Source: an optimization exercise on an open RTL-to-GDS flow (aim: small area). Production flows keep margins and buffers that such runs may drop.
In this exercise RTL edits were held to simulation tests only and were not proved equivalent to the original.
No activity file was given, so power comes from the tool's default toggle rates.

==> flow/design.v <==
module pintest 
(
	input wire			CLK100_P,
	input wire			rst,  
	output wire[8:0]	D2IO_n,
	output wire[8:0]	D2IO_p,
	output wire[4:0]	D2I_n,
	output wire[4:0]	D2I_p,
	output wire[5:0]	D3IO_n,
	input wire			TestClock,
	output wire			D3IO_n7,  
	output wire[7:0]	D3IO_p,
	output wire[7:0]	D3I_n,
	output wire[7:0]	D3I_p,
	output wire[7:0]	D6IO_n,
	output wire[7:0]	D6IO_p,
	output wire[7:0]	D6I_n,
	output wire[7:0]	D6I_p,
	output wire[3:0]	LED,
	output wire[7:0]	S0,
	output wire[11:0]	S1,
	output wire[6:0]	S8,
	output wire[0:0]	S6
);
localparam PINCOUNT = 128;
localparam PINMAX = PINCOUNT - 1;
localparam RESETBITS = 20;  
localparam LEDBITS = 19;    
reg [PINMAX:0] shiftreg;
reg [PINMAX:0] shiftreg_r;
wire clk;
reg [5:0] porcount;
wire por_reset;
wire reset;
reg last_testclk;
reg [2:0] sync_testclk;
always @(posedge CLK100_P)
begin
	if (rst)
	begin
		porcount <= 6'b0;
	end
	else if (~&porcount)
	begin
		porcount <= porcount + 1'b1;
	end
end
assign por_reset = ~&porcount;
assign clk = CLK100_P;
reg[RESETBITS-1:0] resetcount;
always @(posedge clk or posedge por_reset)
begin
	if (por_reset) begin
		resetcount <= 'b0;
		sync_testclk <= 'b0;
		shiftreg <= 'b0;
	end else begin
		shiftreg <= shiftreg_r;
		sync_testclk <= {TestClock, sync_testclk[2:1]};
		if (sync_testclk[0] == 1'b1 ) begin
			resetcount <= 'b0;
		end else begin
			if (~&resetcount) begin
				resetcount <= resetcount + 1'b1;
			end 
		end
	end
end
assign reset = por_reset | &resetcount;
reg[LEDBITS-1:0] ledCount;
always @(posedge clk or posedge por_reset)
begin
	if (por_reset) begin
		ledCount <= 'b0;
	end else begin
		ledCount <= ledCount + 1'b1;
	end
end
reg flip;
assign LED[0] = por_reset;
assign LED[1] = ledCount[LEDBITS-1];
assign LED[2] = ~reset;
assign LED[3] = flip;
always @(posedge clk)
begin
	if (~reset) begin
		last_testclk <= sync_testclk[0];
	end
end
always @(posedge clk or posedge reset)
begin
	if (reset) begin
		shiftreg_r[PINMAX:1] <= {PINMAX{1'b0}};
		shiftreg_r[0] <= 1'b1;
		flip <= 1'b0;
	end else begin
		if (sync_testclk[0] == 1'b1 && last_testclk == 1'b0) begin
			shiftreg_r <={shiftreg_r[PINMAX-1:0], shiftreg_r[PINMAX]};
			flip <= ~flip;
		end
	end
end
assign S0[5]    = shiftreg[0];  
assign S1[3]    = shiftreg[1];  
assign S8[6]    = shiftreg[2];  
assign D6I_n[0]    = shiftreg[3];  
assign S1[4]    = shiftreg[4];  
assign S8[4]    = shiftreg[5];  
assign S6[0]    = shiftreg[6];  
assign D6I_p[3]    = shiftreg[7];  
assign D6I_p[2]    = shiftreg[8];  
assign D6I_p[5]    = shiftreg[9];  
assign D6I_p[0]    = shiftreg[10];  
assign D6I_n[3]    = shiftreg[11];  
assign D6I_n[5]    = shiftreg[12];  
assign D6I_n[2]    = shiftreg[13];  
assign D6I_n[1]    = shiftreg[14];  
assign D6I_p[1]    = shiftreg[15];  
assign S8[3]    = shiftreg[16];  
assign S1[5]    = shiftreg[17];  
assign S1[9]    = shiftreg[18];  
assign S1[0]    = shiftreg[19];  
assign S1[11]    = shiftreg[20];  
assign S8[5]    = shiftreg[21];  
assign S8[1]    = shiftreg[22];  
assign S0[7]    = shiftreg[24];  
assign S0[2]    = shiftreg[25];  
assign S0[0]    = shiftreg[26];  
assign S1[7]    = shiftreg[27];  
assign S0[1]    = shiftreg[28];  
assign S0[4]    = shiftreg[29];  
assign S0[6]    = shiftreg[30];  
assign S0[3]    = shiftreg[31];  
assign D6IO_n[6]    = shiftreg[32];  
assign D6IO_p[7]    = shiftreg[33];  
assign D6IO_n[7]    = shiftreg[34];  
assign D6I_n[6]    = shiftreg[35];  
assign D6I_p[6]    = shiftreg[36];  
assign D6I_p[7]    = shiftreg[37];  
assign D6I_p[4]    = shiftreg[38];  
assign D6I_n[7]    = shiftreg[39];  
assign S1[1]    = shiftreg[40];  
assign S1[2]    = shiftreg[41];  
assign D6I_n[4]    = shiftreg[42];  
assign S1[8]    = shiftreg[43];  
assign S8[0]    = shiftreg[44];  
assign S1[6]    = shiftreg[45];  
assign S1[10]    = shiftreg[46];  
assign S8[2]    = shiftreg[47];  
assign D6IO_n[3]    = shiftreg[50];  
assign D6IO_p[3]    = shiftreg[51];  
assign D6IO_p[0]    = shiftreg[52];  
assign D6IO_n[0]    = shiftreg[53];  
assign D6IO_p[1]    = shiftreg[54];  
assign D6IO_n[1]    = shiftreg[55];  
assign D6IO_p[4]    = shiftreg[56];  
assign D6IO_n[5]    = shiftreg[57];  
assign D6IO_p[5]    = shiftreg[58];  
assign D6IO_n[4]    = shiftreg[60];  
assign D6IO_p[2]    = shiftreg[61];  
assign D6IO_n[2]    = shiftreg[62];  
assign D6IO_p[6]    = shiftreg[63];  
assign D3IO_n[0]    = shiftreg[64];  
assign D3IO_p[0]    = shiftreg[65];  
assign D3I_n[3]    = shiftreg[66];  
assign D3I_p[3]    = shiftreg[67];  
assign D3I_n[4]    = shiftreg[68];  
assign D3I_p[4]    = shiftreg[69];  
assign D2IO_p[7]    = shiftreg[70];  
assign D2IO_n[7]    = shiftreg[71];  
assign D2IO_n[6]    = shiftreg[72];  
assign D2IO_p[6]    = shiftreg[73];  
assign D2IO_n[4]    = shiftreg[74];  
assign D2IO_p[4]    = shiftreg[75];  
assign D2I_n[1]    = shiftreg[76];  
assign D2I_p[1]    = shiftreg[77];  
assign D2I_n[0]    = shiftreg[78];  
assign D2I_p[0]    = shiftreg[79];  
assign D3IO_p[6]    = shiftreg[80];  
assign D3IO_n7    = shiftreg[81];  
assign D3IO_n[2]    = shiftreg[82];  
assign D3IO_p[2]    = shiftreg[83];  
assign D2IO_n[8]    = shiftreg[84];  
assign D2IO_p[8]    = shiftreg[85];  
assign D2IO_n[1]    = shiftreg[86];  
assign D2IO_n[2]    = shiftreg[87];  
assign D2IO_p[2]    = shiftreg[88];  
assign D2IO_n[0]    = shiftreg[89];  
assign D2IO_p[1]    = shiftreg[90];  
assign D3IO_n[4]    = shiftreg[91];  
assign D2IO_p[0]    = shiftreg[92];  
assign D3IO_p[4]    = shiftreg[93];  
assign D3IO_p[5]    = shiftreg[98];  
assign D3IO_n[5]    = shiftreg[99];  
assign D2IO_p[3]    = shiftreg[100];  
assign D2IO_n[3]    = shiftreg[101];  
assign D2IO_p[5]    = shiftreg[102];  
assign D3IO_p[1]    = shiftreg[104];  
assign D2IO_n[5]    = shiftreg[105];  
assign D3IO_n[1]    = shiftreg[106];  
assign D3IO_p[3]    = shiftreg[107];  
assign D3I_p[7]    = shiftreg[108];  
assign D3IO_p[7]    = shiftreg[109];  
assign D3IO_n[3]    = shiftreg[110];  
assign D3I_n[7]    = shiftreg[111];  
assign D2I_p[2]    = shiftreg[112];  
assign D2I_p[3]    = shiftreg[113];  
assign D3I_p[1]    = shiftreg[114];  
assign D2I_p[4]    = shiftreg[115];  
assign D2I_n[2]    = shiftreg[116];  
assign D2I_n[3]    = shiftreg[117];  
assign D3I_n[1]    = shiftreg[118];  
assign D2I_n[4]    = shiftreg[119];  
assign D3I_p[0]    = shiftreg[120];  
assign D3I_p[2]    = shiftreg[121];  
assign D3I_p[5]    = shiftreg[122];  
assign D3I_p[6]    = shiftreg[123];  
assign D3I_n[6]    = shiftreg[124];  
assign D3I_n[5]    = shiftreg[125];  
assign D3I_n[2]    = shiftreg[126];  
assign D3I_n[0]    = shiftreg[127];  
endmodule
==> flow/run.sh <==
#!/bin/bash
# synth_recipe.tcl (not shown) runs the flow's synth.tcl, then flattens the netlist and writes it again
# the make line also repeats each setting of config.mk as NAME=value (left out here)
make -C /OpenROAD-flow-scripts/flow DESIGN_CONFIG=/design/flow/config.mk WORK_HOME=/design/flow/orfs CLKGATE_MAP_FILE= SYNTH_SCRIPT=/design/flow/synth_recipe.tcl finish
==> flow/config.mk <==
export PLATFORM = sky130hd
export DESIGN_NAME = pintest
export DESIGN_NICKNAME = pintest
export VERILOG_FILES = /design/flow/design.v
export SDC_FILE = /design/flow/constraint.sdc
export NUM_CORES = 4
export LEC_CHECK = 0
export CAP_MARGIN = 20
export CORE_MARGIN = 2
export CORE_UTILIZATION = 40
export SLEW_MARGIN = 20
==> flow/constraint.sdc <==
create_clock -name core_clock -period 10.0 [get_ports {CLK100_P}]
set_input_delay 2.0000 -clock core_clock [delete_from_list [all_inputs] [get_ports {CLK100_P}]]
set_output_delay 2.0000 -clock core_clock [all_outputs]
set_load 0.01 [all_outputs]
==> summary.txt <==
Detailed routing
The total number of vias is 5334. The violation count after the first detailed-route iteration is 164. In the final routed layout, each cell accounts on average for 15.85 um. The count of nets left with antenna violations once routing finished came out at 0. For this run, design rule violations remaining after detail routing come to 0.

The final wirelength is 17710 um. The length of the first detailed-routing pass in iterations is 4. The mean number of vias per cell is 4.775.

Synthesis
The number of synthesized flops with an enable pin is 1. The cell area that synthesis handed to floorplanning was 10130 sq um. The average size of a mapped cell is 16.28 sq um. Of the post-synthesis cell area, the dominant cell type holds 71.40%. The share of flip-flops with an asynchronous set or reset after synthesis is 97.64%. Sorting the synthesized cells by how often they occur yields dfrtp_1, mux2_2, nand3_1, nor2_1, a21oi_1.

The cell count after synthesis came out at 622. By area the synthesized netlist is led by dfrtp_1, mux2_2, dfxtp_1, nand3_1, xnor2_1. The number of library cell types mapped by synthesis is 50. For this run, the leading register cell type out of synthesis is dfrtp_1. The largest area contributor in the synthesized netlist is dfrtp_1. In the post-synthesis netlist, the cell with the most instances is dfrtp_1.

The number of warnings issued by yosys is 1. The net count after synthesis is 628. The sequential area share after synthesis is 73.14%. After synthesis the netlist holds a flip-flop and latch count of 297.

Timing
Hold timing on the final database bottoms out at a slack of 360.4 ps. Setup violations remaining at the end of the flow were counted as 0. The worst pin sits at a relative slew slack of 35.98%. The period utilization is 46.70%.

The number of hold violations in the final report is 0. Setup repair after global routing left no endpoint under its margin. The shortest period the worst path allows is 4670 ps. The pin slew with the least headroom to its limit is 960.3 ps. Timing would allow up to 214.2 MHz. The final max-slew violation count is 0. Summed over all failing endpoints, the final setup total negative slack is 0 ps.

The worst clock skew is 9.130 ps. After layout, the worst setup slack is 5330 ps.

Place
The number of I/O port buffers is 125. The placed wire-length estimate after detailed placement is 10750 um. The total placed instance area is 11730 sq um.

The placer's final routability congestion estimate is 0.7283. At the placement stage, the worst setup path has a slack of 5936 ps.

Worst setup path
The timing startpoint of the critical path is resetcount[0]. STA classifies the critical path endpoint as an output pin. The setup check on the worst reg-to-reg path leaves a slack of 7230 ps.

The startpoint kind of the worst setup timing path is a flop. Along the worst path, the maximum fanout reaches 14. The startpoint identified for the worst register-to-register timing path is sync_testclk[0].

The arrival time of data at the critical path endpoint is 2670 ps. The setup path with the least slack is of type flop to output pin. For the worst setup path, the data required time is 8000 ps.

Global routing
The via count of the first global-routing pass is 5867. The global-route wire length before repair is 30060 um. After global routing the overflow that remains totals 0. Entering global routing, the biggest net connects 93 pins. The global routing usage summed across all routing layers is 13.85%. The number of antenna violations at the first check in global routing is 0.

Clocking
The number of hold-repair buffers added at the cts stage is 0. In this run the post-CTS setup repair buffer count came out at 0. The post-cts repair resize count is 0.

Buffers inserted during clock tree synthesis total 31. The clock sink count is 297. After clock tree synthesis, the clock-pin slew on the worst setup and hold paths is 60 ps. TritonCTS built the clock tree. The number of H-tree levels is 1. The later pin in the worst-skew pair is clocked with a latency of 560 ps. The longest clock path from root to sink contains 3 buffers. The clock root buffer master is clkbuf_16.

Power
The switching share of total power is 19.62%. The completed layout was analyzed and its total power is 2.417 mW. The analysis attributes to cell leakage a power of 6.172 nW. The clock network burns 48.8% of the power. For this design the total switching power over the nets is 474.2 uW. The worst vdd rail ir drop is 121.0 uV. The sequential share of power is 50.2%. The areal power density over the cells is 188.7 nW/um^2. Cell internal power was estimated by the tool at 1.943 mW. Combinational logic is responsible for 0.9% of the overall power.

Die
Row generation in the floorplan step produced 58 rows. For this configuration, the core starts out at a cell density of 40.45%. The y dimension of the die is 163.1 um. The top-level port count is 126. The die covers 26610 sq um. Measured along the x axis, the die boundary spans 163.1 um. The floorplan core area is 25040 sq um.

Cells and area
In the final layout, the multi-input gates occupy 2591 sq um. The final-stage net count is 768. After routing the design area is 12810 sq um.

0 antenna diodes ended up in the layout. The layout has 2086 filler cells. Of the cells placed in the final design, the portion with a size suffix greater than 1 is 25.54%. Summing all flip-flop and latch instances after layout gives 7408 sq um. Relative to the synthesized area, the layout overhead comes to 26.45%.

Status
The flow ran to the end and the layout has no timing, DRC or antenna violations.

Flow run
The number of violations of the max-capacitance limit is 0.

Hold path
The worst hold path belongs to the class flop to flop. The critical hold path startpoint is sync_testclk[1].
==> power by group through the flow <==
stage,sequential (mW),combinational [mW],clock (mW)
global placement,1.24,0.0224,0
global route,1.21,0.0252,1.27
CTS,1.21,0.0230,1.21
finish,1.21,0.0226,1.18
detailed placement,1.24,0.0229,0
floorplan,1.23,0.0198,0
==> placed cells by master (no fill, tap or decap), types with 3 or more instances in the layout <==
| cell | instances |
|---|---|
| xnor2_1 | 11 |
| o31ai_1 | 4 |
| nand3_1 | 21 |
| mux2_1 | 5 |
| clkbuf_1 | 9 |
| clkdlybuf4s50_1 | 125 |
| nor2b_1 | 6 |
| a21oi_1 | 15 |
| o21ai_0 | 3 |
| dfrtp_1 | 289 |
| and3_1 | 4 |
| bufinv_16 | 4 |
| buf_4 | 4 |
| mux2_2 | 128 |
| ha_1 | 3 |
| nor2_1 | 20 |
| dfxtp_1 | 6 |
| clkbuf_16 | 31 |
| clkinv_2 | 3 |
| nand2_1 | 12 |
| inv_1 | 4 |
| nor3_1 | 10 |
| clkbuf_8 | 6 |
| clkinvlp_4 | 3 |
| nand4_1 | 5 |
| xor2_1 | 10 |
| or3_1 | 3 |
| a31oi_1 | 6 |
==> registers in the layout (all words and copies together) (netlist names) <==
| name | cells |
|---|---|
| flip | 1 |
| last_testclk | 1 |
| ledCount | 19 |
| porcount | 6 |
| resetcount | 20 |
| shiftreg | 119 |
| shiftreg_r | 128 |
| sync_testclk | 3 |
==> stage by stage <==
stage,utilization [%],cells
after floorplan,-,622
after global placement,46.83,1059
after detailed placement,46.83,1059
after CTS,51.14,1117
after global routing,51.15,1117
final,51.15,1117
==> worst max-delay path, cell delays in order, from the launching register on <==
cell             delay, ps
dfrtp_1                430
ha_1                   250
nand3_2                200
nor3_4                 550
a21oi_1                170
clkdlybuf4s50_1        520
==> final timing paths <==
kind / end / cells after the start
setup / recovery: LED[2] / 5
hold / removal: sync_testclk[0] / 0
setup reg to reg: shiftreg_r[90] / 4
hold reg to reg: sync_testclk[0] / 0
max in group asynchronous: sync_testclk[0] / 5
min in group asynchronous: shiftreg_r[57] / 3
==> logic make-up (layout without fill, tap and decap cells) <==
family,Yosys count,in the layout,share of synthesized area (%)
buffers and inverters,28,193,1.458
AO/OA/AOI/OAI,36,36,2.174
XOR/XNOR,21,21,1.816
multiplexers,135,135,15.03
flip-flops,297,297,73.14
adder cells (fa/ha/maj),3,3,0.3706
AND/OR/NAND/NOR,102,102,6.004
==> layout make-up <==
cell class | instances | share of cell area, %
flip-flops and latches | 297 | 57.84
multi-input cells | 297 | 20.23
inverters | 5 | 0.1856
well taps | 330 | 3.224
clock buffers | 46 | 6.966
repair buffers | 130 | 10.09
clock inverters | 12 | 1.456
==> metal layers <==
metal / up-vias / GRT usage, % / share of wire (%) / wire length (um)
li1: 2441 / - / - / -
met1: 2751 / 17.44 / 42 / 7380
met2: 109 / 22.73 / 48 / 8582
met3: 33 / 5.130 / 7.8 / 1388
met4: 0 / 3.580 / 2.0 / 354
met5: - / 0 / 0 / 0

re-timing with driven ports:
In the flow no input, the clock included, has a driving cell. The finished layout below was timed again as built, in two steps. Step 1: set_driving_cell puts a clkbuf_16 on CLK100_P and a buf_2 on each other input, an assumption about the parent block. Step 2 times the ports against the registers' clock, not the clock port: input delays grow and output delays shrink by t, the midpoint of the rising clock arrivals with the driver on. Three values: ideal, step 1, step 2; two values: the first two.
shift t [ns]: 0.593
setup WS [ns]: 5.330 / 5.290 / 5.883
worst setup path after step 2: register to output
After both steps this run still meets setup and hold. The setup slack of this run moves by -0.040 ns with the drivers and by +0.553 ns with both steps.
